Context: an optimization exercise on an open-source flow, tuned for small area and a short achievable clock period. The choices shown serve that exercise and are no tape-out recipe. RTL that was checked went through simulation tests only; none was proved equivalent to the original. Power figures rest on the tool's default switching activity, not on a simulated workload.

==> 12-18: inputs <==
// axis_Gauss_1x5
module axis_Gauss_1x5 (
  input  logic       s_axis_aclk,
  input  logic       s_axis_arstn,
  input  logic [7:0] s_axis_tdata,
  input  logic       s_axis_tvalid,
  input  logic       s_axis_tlast,
  output logic [7:0] m_axis_tdata,
  output logic       m_axis_tvalid,
  output logic       m_axis_tlast
);
clock: 8.0 ns
lec_check: 0
cap_margin: 20
core_margin: 2
core_utilization: 40
setup_slack_margin: 4.5
slew_margin: 20
synth_hierarchical: 1
synth_minimum_keep_size: 0
standard.sh (not shown) runs the stock make flow with config.mk's settings and CLKGATE_MAP_FILE= SYNTH_SCRIPT=/design/flow/synth_recipe.tcl, a recipe that flattens the netlist after the stock synthesis.
==> flow/flow/run.sh <==
#!/bin/bash
# Layout flow: the standard flow, with plain buffers on the ports and a clock
# tree of small buffers without dummy loads.
export BUFFER_PORTS_ARGS="-buffer_cell sky130_fd_sc_hd__buf_2"
export CTS_ARGS="-sink_clustering_enable -repair_clock_nets -dont_use_dummy_load -buf_list \"sky130_fd_sc_hd__clkbuf_4 sky130_fd_sc_hd__clkbuf_8\""
bash standard.sh > standard.log 2>&1
==> inputs of 09-22, as changes to 12-18 <==
--- a/flow/design.v
+++ b/flow/design.v
@@ -415,11 +415,83 @@
   oc <= uc;
   ept <= edge_pt;
   m_axis_tvalid <= v2;
   m_axis_tlast  <= l2 & ~edge_pt;
 end
-assign m_axis_tdata = {(ept ? d3[7] : oa[10]) ^ (~ept & (1'b0 | oa[9] & 1'b0 | oa[9] & oa[8] & 1'b0 | oa[9] & oa[8] & oa[7] & 1'b0 | oa[9] & oa[8] & oa[7] & oa[6] & ob[5] | oa[9] & oa[8] & oa[7] & oa[6] & oa[5] & ob[4] | oa[9] & oa[8] & oa[7] & oa[6] & oa[5] & oa[4] & ob[3] | oa[9] & oa[8] & oa[7] & oa[6] & oa[5] & oa[4] & oa[3] & ob[2] | oa[9] & oa[8] & oa[7] & oa[6] & oa[5] & oa[4] & oa[3] & oa[2] & ob[1] | oa[9] & oa[8] & oa[7] & oa[6] & oa[5] & oa[4] & oa[3] & oa[2] & oa[1] & ob[0] | oa[9] & oa[8] & oa[7] & oa[6] & oa[5] & oa[4] & oa[3] & oa[2] & oa[1] & oa[0] & oc)), (ept ? d3[6] : oa[9]) ^ (~ept & (1'b0 | oa[8] & 1'b0 | oa[8] & oa[7] & 1'b0 | oa[8] & oa[7] & oa[6] & ob[5] | oa[8] & oa[7] & oa[6] & oa[5] & ob[4] | oa[8] & oa[7] & oa[6] & oa[5] & oa[4] & ob[3] | oa[8] & oa[7] & oa[6] & oa[5] & oa[4] & oa[3] & ob[2] | oa[8] & oa[7] & oa[6] & oa[5] & oa[4] & oa[3] & oa[2] & ob[1] | oa[8] & oa[7] & oa[6] & oa[5] & oa[4] & oa[3] & oa[2] & oa[1] & ob[0] | oa[8] & oa[7] & oa[6] & oa[5] & oa[4] & oa[3] & oa[2] & oa[1] & oa[0] & oc)), (ept ? d3[5] : oa[8]) ^ (~ept & (1'b0 | oa[7] & 1'b0 | oa[7] & oa[6] & ob[5] | oa[7] & oa[6] & oa[5] & ob[4] | oa[7] & oa[6] & oa[5] & oa[4] & ob[3] | oa[7] & oa[6] & oa[5] & oa[4] & oa[3] & ob[2] | oa[7] & oa[6] & oa[5] & oa[4] & oa[3] & oa[2] & ob[1] | oa[7] & oa[6] & oa[5] & oa[4] & oa[3] & oa[2] & oa[1] & ob[0] | oa[7] & oa[6] & oa[5] & oa[4] & oa[3] & oa[2] & oa[1] & oa[0] & oc)), (ept ? d3[4] : oa[7]) ^ (~ept & (1'b0 | oa[6] & ob[5] | oa[6] & oa[5] & ob[4] | oa[6] & oa[5] & oa[4] & ob[3] | oa[6] & oa[5] & oa[4] & oa[3] & ob[2] | oa[6] & oa[5] & oa[4] & oa[3] & oa[2] & ob[1] | oa[6] & oa[5] & oa[4] & oa[3] & oa[2] & oa[1] & ob[0] | oa[6] & oa[5] & oa[4] & oa[3] & oa[2] & oa[1] & oa[0] & oc)), (ept ? d3[3] : oa[6]) ^ (~ept & (ob[5] | oa[5] & ob[4] | oa[5] & oa[4] & ob[3] | oa[5] & oa[4] & oa[3] & ob[2] | oa[5] & oa[4] & oa[3] & oa[2] & ob[1] | oa[5] & oa[4] & oa[3] & oa[2] & oa[1] & ob[0] | oa[5] & oa[4] & oa[3] & oa[2] & oa[1] & oa[0] & oc)), (ept ? d3[2] : oa[5]) ^ (~ept & (ob[4] | oa[4] & ob[3] | oa[4] & oa[3] & ob[2] | oa[4] & oa[3] & oa[2] & ob[1] | oa[4] & oa[3] & oa[2] & oa[1] & ob[0] | oa[4] & oa[3] & oa[2] & oa[1] & oa[0] & oc)), (ept ? d3[1] : oa[4]) ^ (~ept & (ob[3] | oa[3] & ob[2] | oa[3] & oa[2] & ob[1] | oa[3] & oa[2] & oa[1] & ob[0] | oa[3] & oa[2] & oa[1] & oa[0] & oc)), (ept ? d3[0] : oa[3]) ^ (~ept & (ob[2] | oa[2] & ob[1] | oa[2] & oa[1] & ob[0] | oa[2] & oa[1] & oa[0] & oc))};
+wire q193_x;
+g_ao21 q193 (.a(ob[0]), .b(oa[0]), .c(oc), .x(q193_x));
+wire q194_x;
+g_and2 q194 (.a(oa[0]), .b(1'b0), .x(q194_x));
+wire q195_x;
+g_ao21 q195 (.a(ob[2]), .b(oa[2]), .c(ob[1]), .x(q195_x));
+wire q196_x;
+g_and2 q196 (.a(oa[2]), .b(oa[1]), .x(q196_x));
+wire q197_x;
+g_ao21 q197 (.a(ob[4]), .b(oa[4]), .c(ob[3]), .x(q197_x));
+wire q198_x;
+g_and2 q198 (.a(oa[4]), .b(oa[3]), .x(q198_x));
+wire q199_x;
+g_and2 q199 (.a(oa[6]), .b(ob[5]), .x(q199_x));
+wire q200_x;
+g_and2 q200 (.a(oa[6]), .b(oa[5]), .x(q200_x));
+wire q201_x;
+g_and2 q201 (.a(oa[8]), .b(oa[7]), .x(q201_x));
+wire q202_x;
+g_and2 q202 (.a(oa[10]), .b(oa[9]), .x(q202_x));
+wire q203_x;
+g_ao21 q203 (.a(ob[1]), .b(oa[1]), .c(q193_x), .x(q203_x));
+wire q204_x;
+g_and2 q204 (.a(oa[1]), .b(q194_x), .x(q204_x));
+wire q205_x;
+g_ao21 q205 (.a(q195_x), .b(q196_x), .c(q193_x), .x(q205_x));
+wire q206_x;
+g_and2 q206 (.a(q196_x), .b(q194_x), .x(q206_x));
+wire q207_x;
+g_ao21 q207 (.a(ob[5]), .b(oa[5]), .c(q197_x), .x(q207_x));
+wire q208_x;
+g_and2 q208 (.a(oa[5]), .b(q198_x), .x(q208_x));
+wire q209_x;
+g_ao21 q209 (.a(q199_x), .b(q200_x), .c(q197_x), .x(q209_x));
+wire q210_x;
+g_and2 q210 (.a(q200_x), .b(q198_x), .x(q210_x));
+wire q211_x;
+g_and2 q211 (.a(oa[9]), .b(q201_x), .x(q211_x));
+wire q212_x;
+g_and2 q212 (.a(q202_x), .b(q201_x), .x(q212_x));
+wire q213_x;
+g_ao21 q213 (.a(ob[3]), .b(oa[3]), .c(q205_x), .x(q213_x));
+wire q214_x;
+g_and2 q214 (.a(oa[3]), .b(q206_x), .x(q214_x));
+wire q215_x;
+g_ao21 q215 (.a(q197_x), .b(q198_x), .c(q205_x), .x(q215_x));
+wire q216_x;
+g_and2 q216 (.a(q198_x), .b(q206_x), .x(q216_x));
+wire q217_x;
+g_ao21 q217 (.a(q207_x), .b(q208_x), .c(q205_x), .x(q217_x));
+wire q218_x;
+g_and2 q218 (.a(q208_x), .b(q206_x), .x(q218_x));
+wire q219_x;
+g_ao21 q219 (.a(q209_x), .b(q210_x), .c(q205_x), .x(q219_x));
+wire q220_x;
+g_and2 q220 (.a(q210_x), .b(q206_x), .x(q220_x));
+wire q221_x;
+g_and2 q221 (.a(oa[7]), .b(q219_x), .x(q221_x));
+wire q222_x;
+g_and2 q222 (.a(oa[7]), .b(q220_x), .x(q222_x));
+wire q223_x;
+g_and2 q223 (.a(q201_x), .b(q219_x), .x(q223_x));
+wire q224_x;
+g_and2 q224 (.a(q201_x), .b(q220_x), .x(q224_x));
+wire q225_x;
+g_and2 q225 (.a(q211_x), .b(q219_x), .x(q225_x));
+wire q226_x;
+g_and2 q226 (.a(q211_x), .b(q220_x), .x(q226_x));
+wire q227_x;
+g_and2 q227 (.a(q212_x), .b(q219_x), .x(q227_x));
+wire q228_x;
+g_and2 q228 (.a(q212_x), .b(q220_x), .x(q228_x));
+assign m_axis_tdata = {(ept ? d3[7] : oa[10]) ^ (~ept & q225_x), (ept ? d3[6] : oa[9]) ^ (~ept & q223_x), (ept ? d3[5] : oa[8]) ^ (~ept & q221_x), (ept ? d3[4] : oa[7]) ^ (~ept & q219_x), (ept ? d3[3] : oa[6]) ^ (~ept & q217_x), (ept ? d3[2] : oa[5]) ^ (~ept & q215_x), (ept ? d3[1] : oa[4]) ^ (~ept & q213_x), (ept ? d3[0] : oa[3]) ^ (~ept & q205_x)};
 endmodule
 module g_or2 (
   input  logic a,
   input  logic b,
   output logic x
--- a/flow/config.mk
+++ b/flow/config.mk
@@ -6,9 +6,9 @@
 export NUM_CORES = 4
 export LEC_CHECK = 0
 export CAP_MARGIN = 20
 export CORE_MARGIN = 2
 export CORE_UTILIZATION = 40
-export SETUP_SLACK_MARGIN = 4.5
+export SETUP_SLACK_MARGIN = 4.6
 export SLEW_MARGIN = 20
 export SYNTH_HIERARCHICAL = 1
 export SYNTH_MINIMUM_KEEP_SIZE = 0
==> inputs of 09-28, as changes to 12-18 <==
--- a/flow/config.mk
+++ b/flow/config.mk
@@ -6,9 +6,10 @@
 export NUM_CORES = 4
 export LEC_CHECK = 0
 export CAP_MARGIN = 20
 export CORE_MARGIN = 2
 export CORE_UTILIZATION = 40
-export SETUP_SLACK_MARGIN = 4.5
+export PLACE_DENSITY = 0.8
+export SETUP_SLACK_MARGIN = 4.6
 export SLEW_MARGIN = 20
 export SYNTH_HIERARCHICAL = 1
 export SYNTH_MINIMUM_KEEP_SIZE = 0
==> notes.md <==
Post-CTS Setup Bufs 2; Crit path max-delay family compound AO/OA/AOI/OAI gates; Sequential Power Share 33.1%; Synth Cell Area 0.00430 mm2; number of global-route vias before repair 2630; grt met1 use 18.3%; gr usage total 14.7%; first-pass GRT wire length 12600 um; fin cells 508; reg2reg path depth 7; Final HPWL DP 6070 um; die area 0.0116 mm2; Sw Ratio 38.1%; clock slew at reported path FFs 100 ps; outcome timing/DRC/antenna clean
That was 12-18.
==> notes.md <==
Synth Cell Area 0.00430 mm2; Post-route DRC 0; Crit path max-delay family compound AO/OA/AOI/OAI gates; Clock Power Share 12.7%; first-pass GRT wire length 12500 um; die area 0.0116 mm2; reg2reg path depth 8; Critical Path Sink Type output pin; Sequential Power Share 32.4%; final setup margin 4560 ps; outcome timing/DRC/antenna clean; fin cells 509; Sw Ratio 38.4%; compound-gate portion of the synthesized area 7.42%; RD Place Congestion 0.881; worst hold stages 0; gr usage total 14.5%; Levels on crit path 7; largest family of logic cells by synthesized area adder cells; number of global-route vias before repair 2643; Finished Cell Area 0.00481 mm2; Post-CTS Setup Bufs 3
That was 09-28.
==> notes.md <==
die area 0.0117 mm2; gr usage total 14.1%; first-pass GRT wire length 12300 um; fin cells 515; number of global-route vias before repair 2576; Sw Ratio 36.8%; Final HPWL DP 5930 um; Crit path max-delay family adder cells; worst hold stages 0; clock slew at reported path FFs 80 ps; outcome timing/DRC/antenna clean; Sequential Power Share 32.5%; Synth Cell Area 0.00434 mm2; grt met1 use 17.1%; Comb power frac 54.7%; Post-CTS Setup Bufs 1
That was 09-22.
The RTL of 09-22 was laid out without a check of its function.

==> inputs of run B <==
Another version of the RTL of axis_Gauss_1x5 (not shown whole).
Settings: LEC_CHECK=0, ABC_CLOCK_PERIOD_IN_PS=8000, CAP_MARGIN=20, CORE_MARGIN=2, CORE_UTILIZATION=40, SETUP_SLACK_MARGIN=4.3, SLEW_MARGIN=20, SYNTH_HIERARCHICAL=1, SYNTH_MINIMUM_KEEP_SIZE=0; clock period 8.0 ns.
Scripts as last shown in full above: flow/flow/run.sh
==> run E: changes against run B <==
Settings changed: ABC_CLOCK_PERIOD_IN_PS 8000 to 3000.
==> comparison <==
- Run E completed without violations. Run B went through all stages and came out clean.
- First-iteration DRC count is the same in run B and run E.
- In sequential power, run B and run E hardly differ.
- Non-clock buffer count is the same in run E and run B.
- In combinational power, run E and run B hardly differ.
- In via count, run B and run E do not differ.
- In core utilization, run B and run E do not differ.
- In sequential share of layout area, run B and run E do not differ.
- In die area, run B and run E do not differ.
- In critical path depth, run E and run B do not differ.
==> figures <==
	run E	run B
Worst hold margin	0.297 ns	0.297 ns
Invs w/o clock	48	48
Initial standard-cell utilization of the core	0.406	0.406
Critical path class	in -> reg	in -> reg
Required time of the worst setup path	8.24 ns	8.24 ns
Count of port buffers added during placement	21	21
Maximum vdd drop	0.144 mV	0.144 mV
R2R cell count	8	8
Clock transition at the registers of the reported paths	0.09 ns	0.09 ns
Leak pwr	2.10 nW	2.10 nW
Total inserted antenna cells	0	0
Total wire length	7.28 mm	7.28 mm
Max FFs per register	14	14
Combinational cell power	1.02 mW	1.02 mW
Worst reg2reg startpoint	d2[5]$_DFF_P_	d2[5]$_DFF_P_
N_taps	140	140
Violation count after the first detailed-route iteration	83	83
Run status	finished clean	finished clean
Global-route track usage on met3	0.0392	0.0392
Proportion of power drawn by the clock network	0.126	0.126
Function was not checked in any run of this note: the RTL went through the layout flow alone.

==> 05-12 <==
Another version of the RTL of axis_Gauss_1x5 (not shown whole).
clock: 8.0 ns
lec_check: 0
cap_margin: 20
core_margin: 2
core_utilization: 40
setup_slack_margin: 4.3
slew_margin: 20
synth_hierarchical: 1
synth_minimum_keep_size: 0
==> flow/flow/run.sh <==
#!/bin/bash
# Layout flow: the standard flow, with plain buffers on the ports and a clock
# tree of small buffers without dummy loads.
export BUFFER_PORTS_ARGS="-buffer_cell sky130_fd_sc_hd__buf_2"
export CTS_ARGS="-sink_clustering_enable -repair_clock_nets -dont_use_dummy_load -sink_buffer_max_cap_derate 1.0 -sink_clustering_size 25 -sink_clustering_max_diameter 150 -buf_list \"sky130_fd_sc_hd__clkbuf_4 sky130_fd_sc_hd__clkbuf_8\""
bash standard.sh > standard.log 2>&1
==> inputs of 11-16, as changes to 05-12 <==
--- a/flow/design.v
+++ b/flow/design.v
@@ -414,27 +414,35 @@
 g_xor2 q206 (.a(h187_s), .b(q191_x), .x(q206_x));
 wire q207_x;
 g_xor2 q207 (.a(h188_s), .b(q197_x), .x(q207_x));
 wire q208_x;
 g_xor2 q208 (.a(h189_s), .b(q199_x), .x(q208_x));
 wire q209_x;
 g_xor2 q209 (.a(h190_s), .b(q201_x), .x(q209_x));
-wire [9:0] ua = {q209_x, q208_x, q207_x, q206_x, q205_x, h185_s, f130_c, f130_s, h112_c, f111_s};
-wire [9:0] ub = {1'b0, 1'b0, 1'b0, 1'b0, 1'b0, 1'b0, f133_s, f122_c, f122_s, h112_s};
+wire h210_s, h210_c;
+gha h210 (.a(f111_s), .b(h112_s), .s(h210_s), .co(h210_c));
+wire h211_s, h211_c;
+gha h211 (.a(h112_c), .b(f122_s), .s(h211_s), .co(h211_c));
+wire h212_s, h212_c;
+gha h212 (.a(f130_s), .b(f122_c), .s(h212_s), .co(h212_c));
+wire h213_s, h213_c;
+gha h213 (.a(f130_c), .b(f133_s), .s(h213_s), .co(h213_c));
+wire [9:0] ua = {q209_x, q208_x, q207_x, q206_x, q205_x, h185_s, h213_s, h212_s, h211_s, h210_s};
+wire [9:0] ub = {1'b0, 1'b0, 1'b0, 1'b0, 1'b0, 1'b0, h213_c, h212_c, h211_c, h210_c};
 wire uc = q184_x;
 logic [9:0] oa, ob;
 logic oc;
 always_ff @(posedge s_axis_aclk) begin
   oa <= edge_pt ? {d2, 2'd0} : ua;
   ob <= edge_pt ? 10'd0 : ub;
   oc <= ~edge_pt & uc;
   m_axis_tvalid <= v2;
   m_axis_tlast  <= l2 & ~edge_pt;
 end
-assign m_axis_tdata = {oa[9] ^ (1'b0 | oa[8] & 1'b0 | oa[8] & oa[7] & 1'b0 | oa[8] & oa[7] & oa[6] & 1'b0 | oa[8] & oa[7] & oa[6] & oa[5] & 1'b0 | oa[8] & oa[7] & oa[6] & oa[5] & oa[4] & (oa[3] & ob[3]) | oa[8] & oa[7] & oa[6] & oa[5] & oa[4] & (oa[3] ^ ob[3]) & (oa[2] & ob[2]) | oa[8] & oa[7] & oa[6] & oa[5] & oa[4] & (oa[3] ^ ob[3]) & (oa[2] ^ ob[2]) & (oa[1] & ob[1]) | oa[8] & oa[7] & oa[6] & oa[5] & oa[4] & (oa[3] ^ ob[3]) & (oa[2] ^ ob[2]) & (oa[1] ^ ob[1]) & (oa[0] & ob[0]) | oa[8] & oa[7] & oa[6] & oa[5] & oa[4] & (oa[3] ^ ob[3]) & (oa[2] ^ ob[2]) & (oa[1] ^ ob[1]) & (oa[0] ^ ob[0]) & oc), oa[8] ^ (1'b0 | oa[7] & 1'b0 | oa[7] & oa[6] & 1'b0 | oa[7] & oa[6] & oa[5] & 1'b0 | oa[7] & oa[6] & oa[5] & oa[4] & (oa[3] & ob[3]) | oa[7] & oa[6] & oa[5] & oa[4] & (oa[3] ^ ob[3]) & (oa[2] & ob[2]) | oa[7] & oa[6] & oa[5] & oa[4] & (oa[3] ^ ob[3]) & (oa[2] ^ ob[2]) & (oa[1] & ob[1]) | oa[7] & oa[6] & oa[5] & oa[4] & (oa[3] ^ ob[3]) & (oa[2] ^ ob[2]) & (oa[1] ^ ob[1]) & (oa[0] & ob[0]) | oa[7] & oa[6] & oa[5] & oa[4] & (oa[3] ^ ob[3]) & (oa[2] ^ ob[2]) & (oa[1] ^ ob[1]) & (oa[0] ^ ob[0]) & oc), oa[7] ^ (1'b0 | oa[6] & 1'b0 | oa[6] & oa[5] & 1'b0 | oa[6] & oa[5] & oa[4] & (oa[3] & ob[3]) | oa[6] & oa[5] & oa[4] & (oa[3] ^ ob[3]) & (oa[2] & ob[2]) | oa[6] & oa[5] & oa[4] & (oa[3] ^ ob[3]) & (oa[2] ^ ob[2]) & (oa[1] & ob[1]) | oa[6] & oa[5] & oa[4] & (oa[3] ^ ob[3]) & (oa[2] ^ ob[2]) & (oa[1] ^ ob[1]) & (oa[0] & ob[0]) | oa[6] & oa[5] & oa[4] & (oa[3] ^ ob[3]) & (oa[2] ^ ob[2]) & (oa[1] ^ ob[1]) & (oa[0] ^ ob[0]) & oc), oa[6] ^ (1'b0 | oa[5] & 1'b0 | oa[5] & oa[4] & (oa[3] & ob[3]) | oa[5] & oa[4] & (oa[3] ^ ob[3]) & (oa[2] & ob[2]) | oa[5] & oa[4] & (oa[3] ^ ob[3]) & (oa[2] ^ ob[2]) & (oa[1] & ob[1]) | oa[5] & oa[4] & (oa[3] ^ ob[3]) & (oa[2] ^ ob[2]) & (oa[1] ^ ob[1]) & (oa[0] & ob[0]) | oa[5] & oa[4] & (oa[3] ^ ob[3]) & (oa[2] ^ ob[2]) & (oa[1] ^ ob[1]) & (oa[0] ^ ob[0]) & oc), oa[5] ^ (1'b0 | oa[4] & (oa[3] & ob[3]) | oa[4] & (oa[3] ^ ob[3]) & (oa[2] & ob[2]) | oa[4] & (oa[3] ^ ob[3]) & (oa[2] ^ ob[2]) & (oa[1] & ob[1]) | oa[4] & (oa[3] ^ ob[3]) & (oa[2] ^ ob[2]) & (oa[1] ^ ob[1]) & (oa[0] & ob[0]) | oa[4] & (oa[3] ^ ob[3]) & (oa[2] ^ ob[2]) & (oa[1] ^ ob[1]) & (oa[0] ^ ob[0]) & oc), oa[4] ^ ((oa[3] & ob[3]) | (oa[3] ^ ob[3]) & (oa[2] & ob[2]) | (oa[3] ^ ob[3]) & (oa[2] ^ ob[2]) & (oa[1] & ob[1]) | (oa[3] ^ ob[3]) & (oa[2] ^ ob[2]) & (oa[1] ^ ob[1]) & (oa[0] & ob[0]) | (oa[3] ^ ob[3]) & (oa[2] ^ ob[2]) & (oa[1] ^ ob[1]) & (oa[0] ^ ob[0]) & oc), (oa[3] ^ ob[3]) ^ ((oa[2] & ob[2]) | (oa[2] ^ ob[2]) & (oa[1] & ob[1]) | (oa[2] ^ ob[2]) & (oa[1] ^ ob[1]) & (oa[0] & ob[0]) | (oa[2] ^ ob[2]) & (oa[1] ^ ob[1]) & (oa[0] ^ ob[0]) & oc), (oa[2] ^ ob[2]) ^ ((oa[1] & ob[1]) | (oa[1] ^ ob[1]) & (oa[0] & ob[0]) | (oa[1] ^ ob[1]) & (oa[0] ^ ob[0]) & oc)};
+assign m_axis_tdata = {oa[9] ^ (1'b0 | oa[8] & 1'b0 | oa[8] & oa[7] & 1'b0 | oa[8] & oa[7] & oa[6] & 1'b0 | oa[8] & oa[7] & oa[6] & oa[5] & 1'b0 | oa[8] & oa[7] & oa[6] & oa[5] & oa[4] & ob[3] | oa[8] & oa[7] & oa[6] & oa[5] & oa[4] & oa[3] & ob[2] | oa[8] & oa[7] & oa[6] & oa[5] & oa[4] & oa[3] & oa[2] & ob[1] | oa[8] & oa[7] & oa[6] & oa[5] & oa[4] & oa[3] & oa[2] & oa[1] & ob[0] | oa[8] & oa[7] & oa[6] & oa[5] & oa[4] & oa[3] & oa[2] & oa[1] & oa[0] & oc), oa[8] ^ (1'b0 | oa[7] & 1'b0 | oa[7] & oa[6] & 1'b0 | oa[7] & oa[6] & oa[5] & 1'b0 | oa[7] & oa[6] & oa[5] & oa[4] & ob[3] | oa[7] & oa[6] & oa[5] & oa[4] & oa[3] & ob[2] | oa[7] & oa[6] & oa[5] & oa[4] & oa[3] & oa[2] & ob[1] | oa[7] & oa[6] & oa[5] & oa[4] & oa[3] & oa[2] & oa[1] & ob[0] | oa[7] & oa[6] & oa[5] & oa[4] & oa[3] & oa[2] & oa[1] & oa[0] & oc), oa[7] ^ (1'b0 | oa[6] & 1'b0 | oa[6] & oa[5] & 1'b0 | oa[6] & oa[5] & oa[4] & ob[3] | oa[6] & oa[5] & oa[4] & oa[3] & ob[2] | oa[6] & oa[5] & oa[4] & oa[3] & oa[2] & ob[1] | oa[6] & oa[5] & oa[4] & oa[3] & oa[2] & oa[1] & ob[0] | oa[6] & oa[5] & oa[4] & oa[3] & oa[2] & oa[1] & oa[0] & oc), oa[6] ^ (1'b0 | oa[5] & 1'b0 | oa[5] & oa[4] & ob[3] | oa[5] & oa[4] & oa[3] & ob[2] | oa[5] & oa[4] & oa[3] & oa[2] & ob[1] | oa[5] & oa[4] & oa[3] & oa[2] & oa[1] & ob[0] | oa[5] & oa[4] & oa[3] & oa[2] & oa[1] & oa[0] & oc), oa[5] ^ (1'b0 | oa[4] & ob[3] | oa[4] & oa[3] & ob[2] | oa[4] & oa[3] & oa[2] & ob[1] | oa[4] & oa[3] & oa[2] & oa[1] & ob[0] | oa[4] & oa[3] & oa[2] & oa[1] & oa[0] & oc), oa[4] ^ (ob[3] | oa[3] & ob[2] | oa[3] & oa[2] & ob[1] | oa[3] & oa[2] & oa[1] & ob[0] | oa[3] & oa[2] & oa[1] & oa[0] & oc), oa[3] ^ (ob[2] | oa[2] & ob[1] | oa[2] & oa[1] & ob[0] | oa[2] & oa[1] & oa[0] & oc), oa[2] ^ (ob[1] | oa[1] & ob[0] | oa[1] & oa[0] & oc)};
 endmodule
 module g_maj3 (
   input  logic a,
   input  logic b,
   input  logic c,
   output logic x
 );
==> flow/flow/run.sh (replaced) <==
#!/bin/bash
# Layout flow: the standard flow, with plain buffers on the ports and a clock
# tree of small buffers without dummy loads.
export BUFFER_PORTS_ARGS="-buffer_cell sky130_fd_sc_hd__buf_2"
export CTS_ARGS="-sink_clustering_enable -repair_clock_nets -dont_use_dummy_load -buf_list \"sky130_fd_sc_hd__clkbuf_4 sky130_fd_sc_hd__clkbuf_8\""
bash standard.sh > standard.log 2>&1
==> inputs of 11-01, as changes to 05-12 <==
==> flow/flow/run.sh (replaced) <==
#!/bin/bash
# Layout flow: the standard flow, with plain buffers on the ports and a clock
# tree of small buffers without dummy loads.
export BUFFER_PORTS_ARGS="-buffer_cell sky130_fd_sc_hd__buf_2"
export CTS_ARGS="-sink_clustering_enable -repair_clock_nets -dont_use_dummy_load -buf_list \"sky130_fd_sc_hd__clkbuf_4 sky130_fd_sc_hd__clkbuf_8\""
bash standard.sh > standard.log 2>&1
==> comparison <==
Global-route usage, lowest first: 11-16, 05-12, 11-01.
Against 11-16, the core utilization of 11-01 is higher by 0.50 points.
Flip-flop and latch count is the same in 11-01 and 11-16.
Between 05-12 and 11-01, the lower first-iteration DRC count is in 11-01 (gap about 7%, measured against 11-01).
Synthesized cell count is the same in 11-16 and 05-12.
Non-clock buffer count: 05-12 > 11-01 > 11-16.
Count of clock-buffer cells in the layout is the same in 11-16 and 05-12.
In 05-12 the sequential power is lower than in 11-16, by about 0.9%.
11-16 completed without violations. 05-12 went through all stages and came out clean. 11-01 completed without violations.
In 11-01 the worst hold slack is better than in 11-16, by 7.6 ps.
Function was not checked in any run of this note: the RTL went through the layout flow alone.

## re-timing with driven ports
Ports are ideal in the flow. The routed layouts listed here were re-timed in OpenROAD. Step 1, drivers: a clkbuf_16 drives s_axis_aclk and a buf_2 each remaining input, both assumed. Step 2 times the ports against the registers' clock, not the clock port: input delays grow and output delays shrink by t, the midpoint of the rising clock arrivals with the driver on. Three values: ideal, step 1, step 2; two values: the first two.
run | shift t [ns] | slack for setup (ns) | hold slack, ns
12-18 | 0.382 | 4.533 / 4.501 / 4.255 | 0.336 / 0.336 / 0.336
09-22 | 0.366 | 4.639 / 4.625 / 4.283 | 0.330 / 0.330 / 0.330
09-28 | 0.381 | 4.556 / 4.524 / 4.263 | 0.327 / 0.327 / 0.327
run B | 0.381 | 4.356 / 4.364 / 3.983 | 0.297 / 0.297 / 0.297
run E | 0.381 | 4.356 / 4.364 / 3.983 | 0.297 / 0.297 / 0.297
05-12 | 0.440 | 4.314 / 4.286 / 3.956 | 0.327 / 0.327 / 0.327
11-16 | 0.371 | 4.302 / 4.313 / 3.942 | 0.316 / 0.316 / 0.316
11-01 | 0.377 | 4.348 / 4.315 / 3.988 | 0.323 / 0.323 / 0.323
After both steps every run listed still meets setup and hold.
